This is an optimization exercise on Yosys and OpenROAD, whose aim is small area, a short achievable clock period and few clock cycles, not a production implementation.
RTL that was checked went through simulation tests only; none was proved equivalent to the original.
Power and IR drop assume default switching activity.

==> flow/design.v <==
module divider
	# (parameter SIZE = 32)
   (input clk,
	input start,
	input reset,
	input [SIZE - 1:0] divisor, dividend,
	output reg error, done,
	output [SIZE - 1:0] quotient, remainder
	);
localparam [1:0] IDLE = 2'd0, NORM = 2'd1, ITER = 2'd2;
reg [1:0] state;
reg [SIZE-1:0] r, q, d;
reg [4:0] cnt;
function [5:0] lzc;
	input [SIZE-1:0] x;
	integer i;
	begin
		lzc = 6'd32;
		for (i = 0; i < SIZE; i = i + 1)
			if (x[i]) lzc = SIZE - 1 - i;
	end
endfunction
function [SIZE-1:0] smear;
	input [SIZE-1:0] x;
	integer i;
	begin
		smear = x;
		for (i = 1; i < SIZE; i = i * 2)
			smear = smear | (smear >> i);
	end
endfunction
wire [5:0] n_in = lzc(divisor) - lzc(dividend);
wire       dvsr_zero = (divisor == 0);
wire       q_zero = dvsr_zero | (|(divisor & ~smear(dividend)));
wire [SIZE:0] diff = {1'b0, r} - {1'b0, d};
wire          ge = ~diff[SIZE];
assign quotient  = q;
assign remainder = r;
always @(posedge clk) begin
	if (reset) begin
		state <= IDLE;
		done  <= 1'b0;
		error <= 1'b0;
	end else begin
		done  <= 1'b0;
		error <= 1'b0;
		case (state)
			IDLE:
				if (start) begin
					done  <= q_zero;
					error <= dvsr_zero;
					if (!q_zero) state <= NORM;
				end
			NORM:
				state <= ITER;
			ITER:
				if (cnt == 0) begin
					state <= IDLE;
					done  <= 1'b1;
				end
			default:
				state <= IDLE;
		endcase
	end
end
always @(posedge clk) begin
	case (state)
		IDLE: begin
			r   <= dividend;
			d   <= divisor;
			q   <= 0;
			cnt <= n_in[4:0];
		end
		NORM: begin
			d <= d << cnt;
		end
		default: begin
			if (ge) r <= diff[SIZE-1:0];
			q   <= {q[SIZE-2:0], ge};
			d   <= d >> 1;
			cnt <= cnt - 1'b1;
		end
	endcase
end
endmodule
clock: 4.0 ns
lec_check: 0
cap_margin: 20
core_margin: 2
core_utilization: 40
place_density: 0.6
slew_margin: 20
standard.sh (not shown) runs the stock make flow with config.mk's settings and CLKGATE_MAP_FILE= SYNTH_SCRIPT=/design/flow/synth_recipe.tcl, a recipe that flattens the netlist after the stock synthesis.
==> flow/flow/run.sh <==
#!/bin/bash
set -euo pipefail
export BUFFER_PORTS_ARGS="-buffer_cell sky130_fd_sc_hd__buf_1"
bash standard.sh > standard.log 2>&1
Testbench counts at the start, summed over its fixed seeds: cycles 13,020.
==> next run, changes <==
--- a/flow/design.v
+++ b/flow/design.v
@@ -10,13 +10,14 @@
 localparam [1:0] IDLE = 2'd0, NORM = 2'd1, ITER = 2'd2;
 reg [1:0] state;
 reg [SIZE-1:0] r, q, d;
 reg [4:0] cnt;
-function [5:0] lzc;
+reg [4:0] lz_d, lz_r;     
+function [4:0] lzc;      
 	input [SIZE-1:0] x;
 	integer i;
 	begin
-		lzc = 6'd32;
+		lzc = 5'd0;
 		for (i = 0; i < SIZE; i = i + 1)
 			if (x[i]) lzc = SIZE - 1 - i;
 	end
 endfunction
@@ -28,13 +29,29 @@
 		for (i = 1; i < SIZE; i = i * 2)
 			smear = smear | (smear >> i);
 	end
 endfunction
-wire [5:0] n_in = lzc(divisor) - lzc(dividend);
+wire [4:0] n = lz_d - lz_r;    
 wire       dvsr_zero = (divisor == 0);
 wire       q_zero = dvsr_zero | (|(divisor & ~smear(dividend)));
-wire [SIZE:0] diff = {1'b0, r} - {1'b0, d};
-wire          ge = ~diff[SIZE];
+function [SIZE:0] sub_ks;      
+	input [SIZE-1:0] a, b;
+	reg [SIZE:0] g, p;
+	integer k, s;
+	begin
+		g = {a & ~b, 1'b1};        
+		p = {~(a ^ b), 1'b0};
+		for (s = 1; s <= SIZE; s = s * 2)
+			for (k = SIZE; k >= s; k = k - 1) begin
+				g[k] = g[k] | (p[k] & g[k-s]);
+				p[k] = p[k] & p[k-s];
+			end
+		sub_ks = {g[SIZE], ~(a ^ b) ^ g[SIZE-1:0]};
+	end
+endfunction
+wire [SIZE:0] sres = sub_ks(r, d);
+wire [SIZE-1:0] diff = sres[SIZE-1:0];
+wire          ge = sres[SIZE];
 assign quotient  = q;
 assign remainder = r;
 always @(posedge clk) begin
 	if (reset) begin
@@ -62,24 +79,23 @@
 				state <= IDLE;
 		endcase
 	end
 end
+wire idle = (state == IDLE);
+wire take = ge & (state == ITER);
+always @(posedge clk)
+	r <= ({SIZE{idle}} & dividend) | ({SIZE{take}} & diff) | ({SIZE{~idle & ~take}} & r);
+always @(posedge clk) begin
+	lz_d <= lzc(divisor);
+	lz_r <= lzc(dividend);
+end
+always @(posedge clk)
+	q <= idle ? {SIZE{1'b0}} : {q[SIZE-2:0], take};
 always @(posedge clk) begin
 	case (state)
-		IDLE: begin
-			r   <= dividend;
-			d   <= divisor;
-			q   <= 0;
-			cnt <= n_in[4:0];
-		end
-		NORM: begin
-			d <= d << cnt;
-		end
-		default: begin
-			if (ge) r <= diff[SIZE-1:0];
-			q   <= {q[SIZE-2:0], ge};
-			d   <= d >> 1;
-			cnt <= cnt - 1'b1;
-		end
+		IDLE: d <= divisor;
+		NORM: d <= d << n;
+		default: d <= d >> 1;
 	endcase
+	cnt <= (state == NORM) ? n : cnt - 1'b1;
 end
 endmodule
Outcome: Combinational power decreases by 28%; synthesized area decreases by 3.5%; sequential share of layout area decreases by 4.9 points; register-to-register slack is better by 0.23 ns; critical path depth decreases by 1; routed wire length decreases by 3.4%; setup slack is better by 0.23 ns.
Testbench counts after the change, summed over its fixed seeds: cycles 13,020.

========
divider, a different RTL version from the one above (not shown whole).
Size: roughly 130 I/O pins, ~8100 sq um of cells after synthesis.
## divider
module divider
	# (parameter SIZE = 32)
   (input clk,
	input start,
	input reset,
	input [SIZE - 1:0] divisor, dividend,
	output reg error, done,
	output [SIZE - 1:0] quotient, remainder
	);
==> module divider, before the edit <==
module divider
	# (parameter SIZE = 32)
   (input clk,
	input start,
	input reset,
	input [SIZE - 1:0] divisor, dividend,
	output reg error, done,
	output [SIZE - 1:0] quotient, remainder
	);
localparam [1:0] IDLE = 2'd0, NORM = 2'd1, ITER = 2'd2;
reg [1:0] state;
reg [SIZE-1:0] r, q;
reg [SIZE-1:0] dn;        
reg [4:0] cnt;
reg [4:0] lz_d, lz_r;     
function [4:0] lzc;      
	input [SIZE-1:0] x;
	integer i;
	begin
		lzc = 5'd0;
		for (i = 0; i < SIZE; i = i + 1)
			if (x[i]) lzc = SIZE - 1 - i;
	end
endfunction
function [SIZE-1:0] smear;
	input [SIZE-1:0] x;
	integer i;
	begin
		smear = x;
		for (i = 1; i < SIZE; i = i * 2)
			smear = smear | (smear >> i);
	end
endfunction
wire [4:0] n = lz_d - lz_r;    
wire       dvsr_zero = (divisor == 0);
wire       q_zero = dvsr_zero | (|(divisor & ~smear(dividend)));
function [SIZE:0] sub_ks;      
	input [SIZE-1:0] a, bn;
	reg [SIZE:0] g, p;
	integer k, s;
	begin
		g = {a & bn, 1'b1};        
		p = {a ^ bn, 1'b0};
		for (s = 1; s <= SIZE; s = s * 2)
			for (k = SIZE; k >= s; k = k - 1) begin
				g[k] = g[k] | (p[k] & g[k-s]);
				p[k] = p[k] & p[k-s];
			end
		sub_ks = {g[SIZE], a ^ bn ^ g[SIZE-1:0]};
	end
endfunction
wire [SIZE:0] sres = sub_ks(r, dn);
wire [SIZE-1:0] diff = sres[SIZE-1:0];
wire          ge = sres[SIZE];
assign quotient  = q;
assign remainder = r;
always @(posedge clk) begin
	if (reset) begin
		state <= IDLE;
		done  <= 1'b0;
		error <= 1'b0;
	end else begin
		done  <= 1'b0;
		error <= 1'b0;
		case (state)
			IDLE:
				if (start) begin
					done  <= q_zero;
					error <= dvsr_zero;
					if (!q_zero) state <= NORM;
				end
			NORM:
				state <= ITER;
			ITER:
				if (cnt == 0) begin
					state <= IDLE;
					done  <= 1'b1;
				end
			default:
				state <= IDLE;
		endcase
	end
end
wire idle = (state == IDLE);
wire take = ge & (state == ITER);
always @(posedge clk)
	r <= ({SIZE{idle}} & dividend) | ({SIZE{take}} & diff) | ({SIZE{~idle & ~take}} & r);
always @(posedge clk) begin
	lz_d <= lzc(divisor);
	lz_r <= lzc(dividend);
end
always @(posedge clk)
	q <= idle ? {SIZE{1'b0}} : {q[SIZE-2:0], take};
always @(posedge clk) begin
	case (state)
		IDLE: dn <= ~divisor;
		NORM: dn <= ~(~dn << n);
		default: dn <= {1'b1, dn[SIZE-1:1]};
	endcase
	cnt <= (state == NORM) ? n : cnt - 1'b1;
end
endmodule
==> flow/config.mk <==
export PLATFORM = sky130hd
export DESIGN_NAME = divider
export DESIGN_NICKNAME = divider
export VERILOG_FILES = /design/flow/design.v
export SDC_FILE = /design/flow/constraint.sdc
export NUM_CORES = 4
export LEC_CHECK = 0
export CAP_MARGIN = 20
export CORE_MARGIN = 2
export CORE_UTILIZATION = 40
export CTS_BUF_LIST = sky130_fd_sc_hd__clkbuf_8
export PLACE_DENSITY = 0.6
export SETUP_SLACK_MARGIN = 2.0
export SLEW_MARGIN = 20
export TNS_END_PERCENT = 0
==> flow/constraint.sdc <==
create_clock -name core_clock -period 4.0 [get_ports {clk}]
set_input_delay 0.8000 -clock core_clock [delete_from_list [all_inputs] [get_ports {clk}]]
set_output_delay 0.8000 -clock core_clock [all_outputs]
set_load 0.01 [all_outputs]
Scripts as last shown in full above: flow/flow/run.sh
The starting point ran to the end with no violations.
Next try:
--- a/flow/design.v
+++ b/flow/design.v
@@ -6,14 +6,13 @@
 	input [SIZE - 1:0] divisor, dividend,
 	output reg error, done,
 	output [SIZE - 1:0] quotient, remainder
 	);
 localparam [1:0] IDLE = 2'd0, NORM = 2'd1, ITER = 2'd2;
 reg [1:0] state;
-reg [SIZE-1:0] r, q;
-reg [SIZE-1:0] dn;        
+reg [SIZE-1:0] r, q, d;
 reg [4:0] cnt;
 reg [4:0] lz_d, lz_r;     
 function [4:0] lzc;      
 	input [SIZE-1:0] x;
 	integer i;
 	begin
@@ -32,27 +31,27 @@
 	end
 endfunction
 wire [4:0] n = lz_d - lz_r;    
 wire       dvsr_zero = (divisor == 0);
 wire       q_zero = dvsr_zero | (|(divisor & ~smear(dividend)));
 function [SIZE:0] sub_ks;      
-	input [SIZE-1:0] a, bn;
+	input [SIZE-1:0] a, b;
 	reg [SIZE:0] g, p;
 	integer k, s;
 	begin
-		g = {a & bn, 1'b1};        
-		p = {a ^ bn, 1'b0};
+		g = {a & ~b, 1'b1};        
+		p = {~(a ^ b), 1'b0};
 		for (s = 1; s <= SIZE; s = s * 2)
 			for (k = SIZE; k >= s; k = k - 1) begin
 				g[k] = g[k] | (p[k] & g[k-s]);
 				p[k] = p[k] & p[k-s];
 			end
-		sub_ks = {g[SIZE], a ^ bn ^ g[SIZE-1:0]};
+		sub_ks = {g[SIZE], ~(a ^ b) ^ g[SIZE-1:0]};
 	end
 endfunction
-wire [SIZE:0] sres = sub_ks(r, dn);
+wire [SIZE:0] sres = sub_ks(r, d);
 wire [SIZE-1:0] diff = sres[SIZE-1:0];
 wire          ge = sres[SIZE];
 assign quotient  = q;
 assign remainder = r;
 always @(posedge clk) begin
 	if (reset) begin
@@ -90,13 +89,13 @@
 	lz_r <= lzc(dividend);
 end
 always @(posedge clk)
 	q <= idle ? {SIZE{1'b0}} : {q[SIZE-2:0], take};
 always @(posedge clk) begin
 	case (state)
-		IDLE: dn <= ~divisor;
-		NORM: dn <= ~(~dn << n);
-		default: dn <= {1'b1, dn[SIZE-1:1]};
+		IDLE: d <= divisor;
+		NORM: d <= d << n;
+		default: d <= d >> 1;
 	endcase
 	cnt <= (state == NORM) ? n : cnt - 1'b1;
 end
 endmodule
Outcome: Clock power rose by about 4%; maximum frequency rises by about 4%; synthesized cell count fell by about 2.8%; worst setup slack improves by 0.11 ns; combinational power came out lower by about 4%.
Testbench counts after the change, summed over its fixed seeds: cycles 13,020.
Function not checked in the first run of this note: the RTL went through the layout flow alone.

what the ideal ports hide:
The results above use ideal ports. As a check the final layouts listed here were re-extracted and re-timed, cells and wires unchanged. Step 1 assumes that a clkbuf_16 drives the clock port and a buf_2 every other input. Step 2 adds t to the input delays and takes it off the output delays; t is the mean of the earliest and latest rising clock arrival at the registers after step 1. Input paths then give back, and output paths get back, about the clock's delay inside the block. Three values: no drivers, after step 1, after step 2; two values: the first two.
| run | t (ns) | slack for setup (ns) | clock arrival spread, ns |
|---|---|---|---|
| the first run of note 1 | 0.411 | 0.471 / 0.471 / 0.295 | 0.009 / 0.009 |
| the second run of note 1 | 0.468 | 0.703 / 0.703 / 0.619 | 0.008 / 0.008 |
| the first run of note 2 | 0.497 | 1.054 / 1.054 / 0.984 | 0.015 / 0.015 |
| the second run of note 2 | 0.516 | 1.165 / 1.165 / 0.863 | 0.015 / 0.016 |
After both steps setup and hold are still met in every run listed. The setup slack of the second run of note 2, which loses most, moves by 0.000 ns with the drivers and by -0.302 ns with both steps.
